What follows belongs to an exercise in optimizing a design on an open flow for small area; a production flow would make more cautious choices.
RTL that was checked went through simulation tests only; none was proved equivalent to the original.
Only the layout flow was run in run 1; the RTL was not checked for function there.

## flow/design.v (module list and top-level ports; edited modules follow where they fit)
// module quant_mac_top: 35 lines
// module mac_ve5_1intmode: 1280 lines
// module c_a21oi: 5 lines
// module c_a222oi: 5 lines
// module c_a22oi: 5 lines
// module c_and2: 5 lines
// module c_andn: 5 lines
// module c_fa: 6 lines
// module c_ha: 6 lines
// module c_inv: 5 lines
// module c_mux2: 5 lines
// module c_mux2i: 5 lines
// module c_nand2: 5 lines
// module c_nor2: 5 lines
// module c_o21ai: 5 lines
// module c_or2: 5 lines
// module c_orn: 5 lines
// module c_xnor2: 5 lines
// module c_xor2: 5 lines
module quant_mac_top (
    input  wire         clk,
    input  wire         mode,
    input  wire [15:0]  value,
    input  wire [15:0]  weight,
    input  wire [27:0]  ints,
    input  wire [17:0]  fps,
    output reg  [27:0]  intr,
    output reg  [17:0]  fpr
);
  // ...
==> flow/flow/run.sh <==
#!/bin/bash
# Standard ORFS layout with area-oriented settings:
#  - placement not timing-driven (no speculative resizer buffering)
#  - before placement, synthesis buffers removed and combinational cells are set to their smallest size
#    (flow/pre_gpl.tcl); the resizer upsizes where timing needs it
#  - port buffers use the smallest buffer (buf_1) instead of the resizer's pick
#  - CTS with clkbuf_8 and no dummy loads
# make's full output goes to flow.log in this folder; ORFS keeps per-step logs
# under orfs/logs/.
set -euo pipefail
HERE=$(pwd)
bash standard.sh \
  PRE_GLOBAL_PLACE_TCL="$HERE/flow/pre_gpl.tcl" \
  GPL_TIMING_DRIVEN=0 \
  BUFFER_PORTS_ARGS="-buffer_cell sky130_fd_sc_hd__buf_1" \
  CTS_ARGS="-sink_clustering_enable -repair_clock_nets -dont_use_dummy_load -buf_list sky130_fd_sc_hd__clkbuf_8 -sink_clustering_size 20" \
  finish > flow.log 2>&1
==> flow/flow/pre_gpl.tcl <==
# Before global placement: remove the buffers synthesis left (the standard
# flow does this only in timing-driven placement mode), then set every combinational cell to its smallest
# drive strength (synthesis maps the one-gate modules in isolation and
# often picks larger sizes); the resizer upsizes where timing needs it.
remove_buffers
set n 0
foreach inst [get_cells *] {
  set ref [get_property $inst ref_name]
  if {[regexp {^(sky130_fd_sc_hd__[a-z0-9]+)_([0-9]+)$} $ref -> base size]} {
    if {$size <= 1} { continue }
    if {[regexp {dfxtp|dfrtp|clkbuf|clkinv|conb|tap|fill|decap|dlygate|clkdly} $base]} { continue }
    set target "${base}_1"
    if {[llength [get_lib_cells -quiet */$target]] == 0} { continue }
    replace_cell [get_property $inst full_name] $target
    incr n
  }
}
puts "pre_gpl.tcl: downsized $n cells"
==> flow/standard.sh <==
#!/bin/bash
# synth_recipe.tcl (not shown) runs the flow's synth.tcl, then flattens the netlist and writes it again
# the make line also repeats each setting of config.mk as NAME=value (left out here)
make -C /OpenROAD-flow-scripts/flow DESIGN_CONFIG=/design/flow/config.mk WORK_HOME=/design/flow/orfs CLKGATE_MAP_FILE= SYNTH_SCRIPT=/design/flow/synth_recipe.tcl "${@:-finish}"
==> flow/config.mk <==
export PLATFORM = sky130hd
export DESIGN_NAME = quant_mac_top
export DESIGN_NICKNAME = quant_mac_top
export VERILOG_FILES = /design/flow/design.v
export SDC_FILE = /design/flow/constraint.sdc
export NUM_CORES = 4
export LEC_CHECK = 0
export CAP_MARGIN = 20
export CORE_MARGIN = 2
export CORE_UTILIZATION = 40
export SLEW_MARGIN = 20
export SYNTH_HIERARCHICAL = 1
export SYNTH_MINIMUM_KEEP_SIZE = 0
==> flow/constraint.sdc <==
create_clock -name core_clock -period 11.5 [get_ports {clk}]
set_input_delay 2.3000 -clock core_clock [delete_from_list [all_inputs] [get_ports {clk}]]
set_output_delay 2.3000 -clock core_clock [all_outputs]
set_load 0.01 [all_outputs]
==> results by group, run 1 <==
Final layout
  • Comb_multi_in: roughly 770
  • Post-layout util: 47.6%
  • Largest registers: intr x28, ints_q x28
  • Commonest non-fill, non-tap cells in the layout: nand2_1, buf_1, fa_1
  • Commonest non-fill, non-tap cell in the layout: nand2_1

Clock tree
  • Total CTS buffers: 17
  • Setup repair bufs after CTS: 20
  • Longest Clk Path Bufs: 2
  • CTS resizes: 77

Logic synthesis
  • EDFF count, synth: 0
  • Synth Area in Simple Gates: between 10% and 20%
  • Top cells by count, synth: nand2_1, dfxtp_1, fa_1
  • Main synth FF type: dfxtp_1
  • Mean Syn Cell Area: 10.4 µm²
  • Synth Cell Area: ~10000 µm²

Detailed routing
  • Routed Antenna Nets: 0
  • WL final: roughly 24 mm
  • Detailed-router iteration count before antenna repair: 5

Floorplan
  • Die area: 26200 µm²

Hold path
  • Hold Path Sink: intr[27]$_DFF_P_
  • WHS Path Cells: 1

Global route
  • Total track usage: a little under a fifth
  • Vias in the first global route: roughly 7700
  • Met2 GRT Util: a little under a third
  • Busiest layer in global routing: met2

Timing
  • Final setup TNS: 0 ns
  • Final hold slack: between 0.4 and 0.5 ns

Worst setup path
  • Critical Path RT: about 12 ns
  • CP Buf/Inv Count: 5
  • CP startpoint: mode_q$_DFF_P_
  • Worst EP arrival: 11.41 ns
  • R2r endpoint: fpr[7]$_DFF_P_

Status
  • Outcome: complete, no violations
==> run 2, diff against run 1 <==
--- a/flow/design.v
+++ b/flow/design.v
@@ -1204,69 +1204,93 @@
 c_xor2 u_n685 (.a(n656), .b(n595), .y(n685));
 wire n686;
 c_nor2 u_n686 (.a(n656), .b(n595), .y(n686));
 wire n687;
 c_a21oi u_n687 (.a1(n685), .a2(n683), .b(n686), .y(n687));
 wire n688;
 c_xor2 u_n688 (.a(n685), .b(n683), .y(n688));
 wire n689;
-c_xnor2 u_n689 (.a(n657), .b(n597), .y(n689));
+c_inv u_n689 (.a(n687), .y(n689));
 wire n690;
-c_or2 u_n690 (.a(n657), .b(n597), .y(n690));
+c_xor2 u_n690 (.a(n657), .b(n597), .y(n690));
 wire n691;
-c_o21ai u_n691 (.a1(n689), .a2(n687), .b(n690), .y(n691));
+c_nor2 u_n691 (.a(n657), .b(n597), .y(n691));
 wire n692;
-c_xor2 u_n692 (.a(n689), .b(n687), .y(n692));
+c_xor2 u_n692 (.a(n690), .b(n689), .y(n692));
 wire n693;
 c_xor2 u_n693 (.a(n658), .b(n599), .y(n693));
 wire n694;
 c_nor2 u_n694 (.a(n658), .b(n599), .y(n694));
 wire n695;
-c_a21oi u_n695 (.a1(n693), .a2(n691), .b(n694), .y(n695));
+c_a21o u_n695 (.a1(n689), .a2(n690), .b(n691), .y(n695));
 wire n696;
-c_xor2 u_n696 (.a(n693), .b(n691), .y(n696));
+c_xor2 u_n696 (.a(n693), .b(n695), .y(n696));
 wire n697;
-c_xnor2 u_n697 (.a(n659), .b(n601), .y(n697));
+c_a21o u_n697 (.a1(n693), .a2(n691), .b(n694), .y(n697));
 wire n698;
-c_or2 u_n698 (.a(n659), .b(n601), .y(n698));
+c_and2 u_n698 (.a(n690), .b(n693), .y(n698));
 wire n699;
-c_o21ai u_n699 (.a1(n697), .a2(n695), .b(n698), .y(n699));
+c_xor2 u_n699 (.a(n659), .b(n601), .y(n699));
 wire n700;
-c_xor2 u_n700 (.a(n697), .b(n695), .y(n700));
+c_nor2 u_n700 (.a(n659), .b(n601), .y(n700));
 wire n701;
-c_xor2 u_n701 (.a(n660), .b(n603), .y(n701));
+c_a21o u_n701 (.a1(n689), .a2(n698), .b(n697), .y(n701));
 wire n702;
-c_nor2 u_n702 (.a(n660), .b(n603), .y(n702));
+c_xor2 u_n702 (.a(n699), .b(n701), .y(n702));
 wire n703;
-c_a21oi u_n703 (.a1(n701), .a2(n699), .b(n702), .y(n703));
+c_a21o u_n703 (.a1(n699), .a2(n697), .b(n700), .y(n703));
 wire n704;
-c_xor2 u_n704 (.a(n701), .b(n699), .y(n704));
+c_and2 u_n704 (.a(n698), .b(n699), .y(n704));
 wire n705;
-c_xnor2 u_n705 (.a(n661), .b(n605), .y(n705));
+c_xor2 u_n705 (.a(n660), .b(n603), .y(n705));
 wire n706;
-c_or2 u_n706 (.a(n661), .b(n605), .y(n706));
+c_nor2 u_n706 (.a(n660), .b(n603), .y(n706));
 wire n707;
-c_o21ai u_n707 (.a1(n705), .a2(n703), .b(n706), .y(n707));
+c_a21o u_n707 (.a1(n689), .a2(n704), .b(n703), .y(n707));
 wire n708;
-c_xor2 u_n708 (.a(n705), .b(n703), .y(n708));
+c_xor2 u_n708 (.a(n705), .b(n707), .y(n708));
 wire n709;
-c_xor2 u_n709 (.a(n662), .b(n607), .y(n709));
+c_a21o u_n709 (.a1(n705), .a2(n703), .b(n706), .y(n709));
 wire n710;
-c_nor2 u_n710 (.a(n662), .b(n607), .y(n710));
+c_and2 u_n710 (.a(n704), .b(n705), .y(n710));
 wire n711;
-c_a21oi u_n711 (.a1(n709), .a2(n707), .b(n710), .y(n711));
+c_xor2 u_n711 (.a(n661), .b(n605), .y(n711));
 wire n712;
-c_xor2 u_n712 (.a(n709), .b(n707), .y(n712));
+c_nor2 u_n712 (.a(n661), .b(n605), .y(n712));
 wire n713;
-c_xor2 u_n713 (.a(n608), .b(n609), .y(n713));
+c_a21o u_n713 (.a1(n689), .a2(n710), .b(n709), .y(n713));
 wire n714;
-c_xnor2 u_n714 (.a(n713), .b(n711), .y(n714));
-wire [13:0] acc = {n714, n712, n708, n704, n700, n696, n692, n688, n684, n680, n676, n672, n668, n663};
-wire [12:0] tt = acc[12:0] ^ {13{acc[13]}};
+c_xor2 u_n714 (.a(n711), .b(n713), .y(n714));
+wire n715;
+c_a21o u_n715 (.a1(n711), .a2(n709), .b(n712), .y(n715));
+wire n716;
+c_and2 u_n716 (.a(n710), .b(n711), .y(n716));
+wire n717;
+c_xor2 u_n717 (.a(n662), .b(n607), .y(n717));
+wire n718;
+c_nor2 u_n718 (.a(n662), .b(n607), .y(n718));
+wire n719;
+c_a21o u_n719 (.a1(n689), .a2(n716), .b(n715), .y(n719));
+wire n720;
+c_xor2 u_n720 (.a(n717), .b(n719), .y(n720));
+wire n721;
+c_a21o u_n721 (.a1(n717), .a2(n715), .b(n718), .y(n721));
+wire n722;
+c_and2 u_n722 (.a(n716), .b(n717), .y(n722));
+wire n723;
+c_xor2 u_n723 (.a(n608), .b(n609), .y(n723));
+wire n724;
+c_nor2 u_n724 (.a(n608), .b(n609), .y(n724));
+wire n725;
+c_a21o u_n725 (.a1(n689), .a2(n722), .b(n721), .y(n725));
+wire n726;
+c_xor2 u_n726 (.a(n723), .b(n725), .y(n726));
+wire [13:0] acc = {n726, n720, n714, n708, n702, n696, n692, n688, n684, n680, n676, n672, n668, n663};
+wire [12:0] tt = acc[12:0] ^ acc[13:1];
 reg [3:0] L;
 always @* begin
     casez (tt)
         13'b1????????????: L = 4'd0;
         13'b01???????????: L = 4'd1;
         13'b001??????????: L = 4'd2;
         13'b0001?????????: L = 4'd3;
         13'b00001????????: L = 4'd4;
@@ -1277,47 +1301,52 @@
         13'b0000000001???: L = 4'd9;
         13'b00000000001??: L = 4'd10;
         13'b000000000001?: L = 4'd11;
         13'b0000000000001: L = 4'd12;
         default: L = 4'd1;
     endcase
 end
 wire [13:0] accsh = acc << L;
-wire n715;
-c_xnor2 u_n715 (.a(eb2[0]), .b(L[0]), .y(n715));
-wire n716;
-c_orn u_n716 (.a(L[0]), .b(eb2[0]), .y(n716));
-wire n717;
-c_xor2 u_n717 (.a(eb2[1]), .b(L[1]), .y(n717));
-wire n718;
-c_orn u_n718 (.a(L[1]), .b(eb2[1]), .y(n718));
-wire n719;
-c_o21ai u_n719 (.a1(n717), .a2(n716), .b(n718), .y(n719));
-wire n720;
-c_xor2 u_n720 (.a(n717), .b(n716), .y(n720));
-wire n721;
-c_xnor2 u_n721 (.a(eb2[2]), .b(L[2]), .y(n721));
-wire n722;
-c_andn u_n722 (.a(eb2[2]), .b(L[2]), .y(n722));
-wire n723;
-c_a21oi u_n723 (.a1(n721), .a2(n719), .b(n722), .y(n723));
-wire n724;
-c_xor2 u_n724 (.a(n721), .b(n719), .y(n724));
-wire n725;
-c_xor2 u_n725 (.a(eb2[3]), .b(L[3]), .y(n725));
-wire n726;
-c_orn u_n726 (.a(L[3]), .b(eb2[3]), .y(n726));
 wire n727;
-c_o21ai u_n727 (.a1(n725), .a2(n723), .b(n726), .y(n727));
+c_xnor2 u_n727 (.a(eb2[0]), .b(L[0]), .y(n727));
 wire n728;
-c_xor2 u_n728 (.a(n725), .b(n723), .y(n728));
+c_orn u_n728 (.a(L[0]), .b(eb2[0]), .y(n728));
 wire n729;
-c_xnor2 u_n729 (.a(eb2[4]), .b(n727), .y(n729));
-assign fpr = {n729, n728, n724, n720, n715, accsh[13:1]};
+c_xor2 u_n729 (.a(eb2[1]), .b(L[1]), .y(n729));
+wire n730;
+c_orn u_n730 (.a(L[1]), .b(eb2[1]), .y(n730));
+wire n731;
+c_o21ai u_n731 (.a1(n729), .a2(n728), .b(n730), .y(n731));
+wire n732;
+c_xor2 u_n732 (.a(n729), .b(n728), .y(n732));
+wire n733;
+c_xnor2 u_n733 (.a(eb2[2]), .b(L[2]), .y(n733));
+wire n734;
+c_andn u_n734 (.a(eb2[2]), .b(L[2]), .y(n734));
+wire n735;
+c_a21oi u_n735 (.a1(n733), .a2(n731), .b(n734), .y(n735));
+wire n736;
+c_xor2 u_n736 (.a(n733), .b(n731), .y(n736));
+wire n737;
+c_xor2 u_n737 (.a(eb2[3]), .b(L[3]), .y(n737));
+wire n738;
+c_orn u_n738 (.a(L[3]), .b(eb2[3]), .y(n738));
+wire n739;
+c_o21ai u_n739 (.a1(n737), .a2(n735), .b(n738), .y(n739));
+wire n740;
+c_xor2 u_n740 (.a(n737), .b(n735), .y(n740));
+wire n741;
+c_xnor2 u_n741 (.a(eb2[4]), .b(n739), .y(n741));
+assign fpr = {n741, n740, n736, n732, n727, accsh[13:1]};
+endmodule
+module c_a21o(a1, a2, b, y);
+input wire a1, a2, b;
+output wire y;
+assign y = (a1 & a2) | b;
 endmodule
 module c_a21oi(a1, a2, b, y);
 input wire a1, a2, b;
 output wire y;
 assign y = ~((a1 & a2) | b);
 endmodule
 module c_a222oi(a1, a2, b1, b2, c1, c2, y);
 input wire a1, a2, b1, b2, c1, c2;
==> results by group, run 2 <==
Timing
  • Final slew viol count: 0 (unchanged)
  • # setup viols final: 0 (unchanged)
  • Clk_skew: 0.0238 ns (was 0.0226 ns)
  • Final Hold Viols: 0 (unchanged)
  • Final worst slack: 0.610 ns (was 0.397 ns)
  • Worst rel slew slack: 34.2% (was 35.8%)
  • Worst-Margin Slew: 0.983 ns (was 0.960 ns)
  • Min Clock Period, post-route: 10.89 ns (was 11.10 ns)
  • Crit share post-route: 94.7% (was 96.6%)
  • FMAX: 0.0918 GHz (was 0.0901 GHz)

Worst setup path
  • CP startpoint kind: register (unchanged)
  • Critical Path RT: 11.81 ns (was 11.80 ns)
  • Crit Path Class: register to register (unchanged)
  • Slowest CP cell: fa_1 (unchanged)
  • CP Capture Type: register (unchanged)
  • CP top delay family: compound AO/OA/AOI/OAI gates (unchanged)
  • Crit path largest cell delay: 0.51 ns (was 0.52 ns)
  • Worst-path fanout max: 17 (was 7)
  • CP Buf/Inv Count: 3 (was 5)
  • Worst EP arrival: 11.20 ns (was 11.41 ns)
  • Crit path top cell by count: a21oi_1 (was a21oi_2)

Floorplan
  • Core region area: 24300 µm² (was 24400 µm²)
  • I/O Pins: 126 (unchanged)
  • # rows: 57 (unchanged)
  • Initial Util: 40.8% (was 40.9%)
  • Chip height: 161 µm (was 162 µm)
  • Die area: 26100 µm² (was 26200 µm²)
  • DIE WIDTH: 161 µm (was 162 µm)

Detailed routing
  • Via count: 7382 (was 7617)
  • WL final: 22.4 mm (was 23.8 mm)
  • Mean routed wirelength per cell: 15.7 µm (was 16.3 µm)
  • DR vias/cell: 5.20 (was 5.21)
  • DRC viols: 0 (unchanged)
  • Routed Antenna Nets: 0 (unchanged)
  • Initial DRC count: 586 (was 515)
  • Detailed-router iteration count before antenna repair: 9 (was 5)

Logic synthesis
  • Seq/Total Area, Yosys: 25.2% (was 25.1%)
  • Syn_nets: 1176 (was 1170)
  • Synth Cell Area: 9920 µm² (was 9980 µm²)
  • Post-synthesis register bit count: 125 (unchanged)
  • EDFF count, synth: 0 (unchanged)
  • Synth async-reset ratio: 0% (unchanged)
  • Synth cell types: 62 (was 64)
  • Mean Syn Cell Area: 10.3 µm² (was 10.4 µm²)
  • Most common cell in the synthesized netlist: nand2_1 (unchanged)
  • Yosys top cell by area: dfxtp_1 (unchanged)
  • Post-synth top area share: 25.2% (was 25.1%)
  • Main synth FF type: dfxtp_1 (unchanged)
  • Top cells by count, synth: nand2_1, dfxtp_1, fa_1 (unchanged)
  • Ys Warns: 8 (unchanged)
  • Synthesized instance count: 962 (was 956)
  • Synth area leaders: dfxtp_1, fa_1, mux2i_1, xor2_1, nand2_1 (unchanged)

Final layout
  • Commonest non-fill, non-tap cell in the layout: nand2_1 (unchanged)
  • Commonest non-fill, non-tap cells in the layout: nand2_1, buf_1, fa_1 (unchanged)
  • P&R area growth vs syn: 11.5% (was 16.4%)
  • Ant diodes: 0 (unchanged)
  • Largest registers: intr x28, ints_q x28 (unchanged)
  • Share of post-route cells with drive strength above 1: 9.58% (was 16.8%)
  • Design Area, Final: 11100 µm² (was 11600 µm²)
  • Nets: 1312 (was 1353)

Global route
  • Total track usage: 17.4% (was 18.3%)
  • Initial antenna violation count: 0 (unchanged)
  • Largest net degree at the start of global routing: 27 (was 20)
  • Global-route wire length before repair: 36.0 mm (was 38.0 mm)
  • Vias in the first global route: 7407 (was 7720)
  • Grt ovf: 0 (unchanged)

Clock tree
  • Clk latency of the worst-skew pair: 0.45 ns (was 0.44 ns)
  • CTS H-tree lvls: 4 (unchanged)
  • Total CTS buffers: 17 (unchanged)
  • CTS tree: built (unchanged)
  • Longest Clk Path Bufs: 2 (unchanged)
  • Worst-path clk slew: 0.08 ns (was 0.07 ns)
  • Clock sinks: 125 (unchanged)
  • Clock Tree Root: clkbuf_8 (unchanged)
  • Hold Buf Count CTS: 0 (unchanged)

Hold path
  • Hold Crit Class: register to register (unchanged)

Placement
  • Placed Area: 10300 µm² (was 10400 µm²)
  • Worst slack, placed: -1.78 ns (was -2.52 ns)
  • Placer Congestion: 0.844 (was 0.871)
  • Dpl hpwl: 16.4 mm (was 16.8 mm)
  • Number of port buffers: 125 (unchanged)

Run
  • Max_cap viols: 0 (unchanged)

Status
  • Outcome: complete, no violations (unchanged)
-- run 2: logic make-up after synthesis --
kind of cell             count (synthesis)  synth area share [%]
AND/OR/NAND/NOR                        312                  15.3
AO/OA/AOI/OAI                          137                  12.0
adder cells (fa/ha/maj)                134                  26.3
flip-flops                             125                  25.2
XOR/XNOR                               117                  10.3
multiplexers                            71                  7.38
buffers and inverters                   66                  3.44
-- run 2: final cells by class --
type	count	area (µm²)
flip-flops and latches	125	2560
clock buffers	17	234
well taps	324	405
repair buffers	151	683
fillers	2373	13300
inverters	30	115
multi-input cells	773	7060
-- run 2: layer usage --
layer / track usage (%) / vias up / share of wire [%]
met2: 29.3 / 236 / 48
met1: 23.1 / 3616 / 44
li1: - / 3513 / -
met4: 5.11 / 0 / 1.3
met5: 0 / - / 0
met3: 3.11 / 17 / 6.3
-- run 2: final timing paths --
path / startpoint / endpoint / slack, ns / depth (start not counted)
worst min register to register: ints_q[27]$_DFF_P_ / intr[27]$_DFF_P_ / 0.44 / 1
worst max register to register: weight_q[7]$_DFF_P_ / fpr[10]$_DFF_P_ / 0.61 / 45
worst min-delay path: ints_q[27]$_DFF_P_ / intr[27]$_DFF_P_ / 0.44 / 1
worst max-delay path: weight_q[7]$_DFF_P_ / fpr[10]$_DFF_P_ / 0.61 / 45
-- run 2: timing repair --
item,4_1_cts,5_1_grt
resized for setup,39,47
gates cloned,0,2
pin swaps,0,12
setup endpoints to repair,17,17
buffers inserted,4,18
-- run 2: metrics by stage --
stage | hold slack, ns | TNS, ns | cells | util, %
detailed placement | 0.436 | -27.05 | 1379 | 42.5
global placement | 0.413 | -26.87 | 1375 | 42.2
CTS | 0.442 | 0 | 1400 | 44.0
finish | 0.436 | 0 | 1420 | 45.5
global route | 0.453 | -0.168 | 1420 | 45.5
floorplan | 0.409 | 0 | 962 | -
-- run 2: modules after synthesis, one instance, submodules excluded, excerpt --
module | flops+latches | area [µm²]
c_o21ai | 0 | 5.00
c_nor2 | 0 | 3.75
c_orn | 0 | 6.26
c_xor2 | 0 | 8.76
c_xnor2 | 0 | 8.76
c_inv | 0 | 3.75
c_a22oi | 0 | 12.5
c_fa | 0 | 20.0
c_or2 | 0 | 6.26
c_andn | 0 | 13.8
c_mux2i | 0 | 10.0
c_a21oi | 0 | 8.76
c_a21o | 0 | 7.51
c_ha | 0 | 12.5
==> run 3, diff against run 2 <==
==> flow/flow/run.sh (replaced) <==
#!/bin/bash
# Standard ORFS layout with area-oriented settings:
#  - before placement, combinational cells are set to their smallest size
#    (flow/pre_gpl.tcl); the resizer upsizes where timing needs it
#  - port buffers use the smallest buffer (buf_1) instead of the resizer's pick
#  - CTS with clkbuf_8 and no dummy loads
# make's full output goes to flow.log in this folder; ORFS keeps per-step logs
# under orfs/logs/.
set -euo pipefail
HERE=$(pwd)
bash standard.sh \
  PRE_GLOBAL_PLACE_TCL="$HERE/flow/pre_gpl.tcl" \
  BUFFER_PORTS_ARGS="-buffer_cell sky130_fd_sc_hd__buf_1" \
  CTS_ARGS="-sink_clustering_enable -repair_clock_nets -dont_use_dummy_load -buf_list sky130_fd_sc_hd__clkbuf_8 -sink_clustering_size 20" \
  finish > flow.log 2>&1
--- a/flow/flow/pre_gpl.tcl
+++ b/flow/flow/pre_gpl.tcl
@@ -1,8 +1,6 @@
-# Before global placement: remove the buffers synthesis left (the standard
-# flow does this only in timing-driven placement mode), then set every combinational cell to its smallest
+# Before global placement: set every combinational cell to its smallest
 # drive strength (synthesis maps the one-gate modules in isolation and
 # often picks larger sizes); the resizer upsizes where timing needs it.
-remove_buffers
 set n 0
 foreach inst [get_cells *] {
   set ref [get_property $inst ref_name]
==> results by group, run 3 <==
Worst setup path
  • CP Capture Type: register (unchanged)
  • Critical Path RT: 11.81 ns (about the same)
  • Crit path largest cell delay: 0.53 ns (was 0.51 ns)
  • Worst-path fanout max: 17 (unchanged)
  • Crit Path Class: register to register (unchanged)
  • Worst EP arrival: 11.07 ns (was 11.20 ns)
  • CP startpoint kind: register (unchanged)
  • Crit path top cell by count: o21ai_1 (was a21oi_1)
  • Slowest CP cell: fa_1 (unchanged)

Placement
  • Placed Area: 10600 µm² (was 10300 µm²)
  • Placer Congestion: 0.986 (was 0.844)
  • Number of port buffers: 125 (unchanged)
  • Worst slack, placed: 0.202 ns (was -1.78 ns)
  • DP Cell Count: 1417 (was 1379)
  • Dpl hpwl: 18.3 mm (was 16.4 mm)

Logic synthesis
  • Main synth FF type: dfxtp_1 (unchanged)
  • Synth area leaders: dfxtp_1, fa_1, mux2i_1, xor2_1, nand2_1 (unchanged)
  • Top cells by count, synth: nand2_1, dfxtp_1, fa_1 (unchanged)
  • Ys Warns: 8 (unchanged)
  • Post-Synth XOR/XNOR Area: 10.3% (unchanged)
  • Yosys top cell by area: dfxtp_1 (unchanged)
  • Post-synth top area share: 25.2% (unchanged)
  • Synth cell types: 62 (unchanged)
  • EDFF count, synth: 0 (unchanged)
  • Synth Area in Compound Gates: 12.0% (unchanged)
  • Synth Cell Area: 9920 µm² (unchanged)
  • Synthesized instance count: 962 (unchanged)
  • Most common cell in the synthesized netlist: nand2_1 (unchanged)
  • Post-synthesis register bit count: 125 (unchanged)
  • Seq/Total Area, Yosys: 25.2% (unchanged)
  • Post-Synth Adder-Cell Area: 26.3% (unchanged)
  • Syn_nets: 1176 (unchanged)
  • Multiplexer share of the synthesized area: 7.38% (unchanged)
  • Largest family of logic cells by synthesized area: adder cells (unchanged)
  • Mean Syn Cell Area: 10.3 µm² (unchanged)
  • Synth Area in Simple Gates: 15.3% (unchanged)
  • Synth async-reset ratio: 0% (unchanged)

Global route
  • Vias in the first global route: 7458 (was 7407)
  • Largest net degree at the start of global routing: 28 (was 27)
  • Total track usage: 18.4% (was 17.4%)
  • Grt ovf: 0 (unchanged)
  • Global-route wire length before repair: 37.5 mm (was 36.0 mm)
  • Initial antenna violation count: 0 (unchanged)

Timing
  • Final slew viol count: 0 (unchanged)
  • Worst rel slew slack: 34.5% (was 34.2%)
  • Final hold slack: 0.429 ns (was 0.436 ns)
  • Setup repair after global routing missed its margin: no
  • Crit share post-route: 93.6% (was 94.7%)
  • # setup viols final: 0 (unchanged)
  • Worst-Margin Slew: 0.979 ns (was 0.983 ns)
  • FMAX: 0.0929 GHz (was 0.0918 GHz)
  • Final worst slack: 0.736 ns (was 0.610 ns)
  • Final setup TNS: 0 ns (unchanged)
  • Final Hold Viols: 0 (unchanged)
  • Clk_skew: 0.0335 ns (was 0.0238 ns)
  • Min Clock Period, post-route: 10.76 ns (was 10.89 ns)

Final layout
  • Commonest non-fill, non-tap cell in the layout: nand2_1 (unchanged)
  • Fill cells: 2375 (was 2373)
  • Share of post-route cells with drive strength above 1: 8.18% (was 9.58%)
  • Design Area, Final: 11000 µm² (was 11100 µm²)
  • Final Non-Filler Cells: 1436 (was 1420)
  • Ant diodes: 0 (unchanged)
  • Largest registers: intr x28, ints_q x28 (unchanged)
  • P&R area growth vs syn: 10.6% (was 11.5%)
  • Commonest non-fill, non-tap cells in the layout: nand2_1, buf_1, fa_1 (unchanged)
  • Post-layout util: 45.1% (was 45.5%)
  • Nets: 1328 (was 1312)

Floorplan
  • Die area: 26100 µm² (unchanged)
  • # rows: 57 (unchanged)
  • Chip height: 161 µm (unchanged)
  • Initial Util: 40.8% (unchanged)
  • Core region area: 24300 µm² (unchanged)
  • I/O Pins: 126 (unchanged)
  • DIE WIDTH: 161 µm (unchanged)

Clock tree
  • CTS tree: built (unchanged)
  • CTS H-tree lvls: 4 (unchanged)
  • Clock Tree Root: clkbuf_8 (unchanged)
  • Total CTS buffers: 17 (unchanged)
  • Worst-path clk slew: 0.08 ns (about the same)
  • Clock sinks: 125 (unchanged)
  • Longest Clk Path Bufs: 2 (unchanged)
  • Clk latency of the worst-skew pair: 0.45 ns (about the same)

Detailed routing
  • DRC viols: 0 (unchanged)
  • Routed Antenna Nets: 0 (unchanged)
  • Detailed-router iteration count before antenna repair: 8 (was 9)
  • Initial DRC count: 664 (was 586)
  • Mean routed wirelength per cell: 16.0 µm (was 15.7 µm)
  • Via count: 7469 (was 7382)
  • WL final: 23.0 mm (was 22.4 mm)
  • DR vias/cell: 5.20 (about the same)

Hold path
  • Hold Crit Class: register to register (unchanged)

Run
  • Max_cap viols: 0 (unchanged)

Status
  • Outcome: complete, no violations (unchanged)
## run 3: cell counts after synthesis
Identical to the previous run, type by type.
## run 3: critical path: cells and delay by family, from the launching register on
family | cells | cell delay [ns]
mux | 4 | 0.96
flops | 1 | 0.43
compound gates | 21 | 4.31
buf+inv | 5 | 0.83
xor+xnor | 4 | 0.99
simple gates | 5 | 0.74
fa+ha+maj | 5 | 2.34
## run 3: timing repair
action	4_1_cts	5_1_grt
setup endpoints to repair	0	17
buffers inserted	0	2
resized for setup	0	34
hold buffers	0	0
## run 3: path summary, 6_finish.rpt
| check | slack, ns | start | cells past startpoint | end |
|---|---|---|---|---|
| worst max-delay path | 0.74 | mode_q$_DFF_P_ | 44 | fpr[11]$_DFF_P_ |
| worst min-delay path | 0.43 | ints_q[27]$_DFF_P_ | 1 | intr[27]$_DFF_P_ |
| worst max register to register | 0.74 | mode_q$_DFF_P_ | 44 | fpr[11]$_DFF_P_ |
| worst min register to register | 0.43 | ints_q[27]$_DFF_P_ | 1 | intr[27]$_DFF_P_ |
## run 3: layer usage
layer  vias to the layer above  routed length (µm)  track usage, %
li1                       3544                   -               -
met1                      3628               10400            24.9
met2                       264               10800            29.8
met3                        33                1470            3.90
met4                         0                 376            5.19
met5                         -                   0               0
## run 3: layout make-up
cell class                 instances  area [µm²]  area share, %
timing repair buffer             169         800           7.29
clock buffer                      17         234           2.13
multi-input combinational        771        6890           62.8
sequential                       125        2520           23.0
tap                              324         405           3.70
inverter                          30         113           1.03
## run 3: per-module statistics from Yosys (local to each module, per instance), excerpt
module   flops+latches  cells
c_a21o               0      1
c_a21oi              0      1
c_a22oi              0      1
c_and2               0      1
c_fa                 0      1
c_nor2               0      1
c_o21ai              0      1
c_or2                0      1
c_xnor2              0      1
## run 3: kinds of logic (layout without fill, tap and decap cells)
kind of cell               Yosys count  count (layout)
and+or+nand+nor                    312             312
AOI/OAI and AO/OA                  137             137
adders and majority gates          134             134
DFF                                125             125
xor gates and xnor gates           117             117
muxes                               71              71
buffers and inverters               66             216

port drivers added, routing unchanged:
The flow's constraints put no driver on any port. The routed layouts listed below were extracted and timed again, unchanged, in two steps.
Step 1 sets driving cells, clkbuf_16 on the clock port and buf_2 on the other inputs (assumed; they add their load-dependent delay and slew).
Step 2 adds t to the input delays and takes it off the output delays; t is the mean of the earliest and latest rising clock arrival at the registers after step 1. Input paths then give back, and output paths get back, about the clock's delay inside the block.
Slacks: ideal / step 1 / step 2; pairs: ideal / step 1.
| run | t (ns) | slack for setup (ns) | worst register clock-pin slew, ns | worst slew at a driven data input, ns | pins driven straight from the clock port |
|---|---|---|---|---|---|
| run 1 | 0.477 | 0.397 / 0.397 / 0.397 | 0.08 / 0.08 | 0.04 | 1 |
| run 2 | 0.484 | 0.610 / 0.610 / 0.610 | 0.08 / 0.08 | 0.04 | 1 |
| run 3 | 0.485 | 0.736 / 0.736 / 0.736 | 0.09 / 0.09 | 0.05 | 1 |
After both steps setup and hold are still met in every run listed.
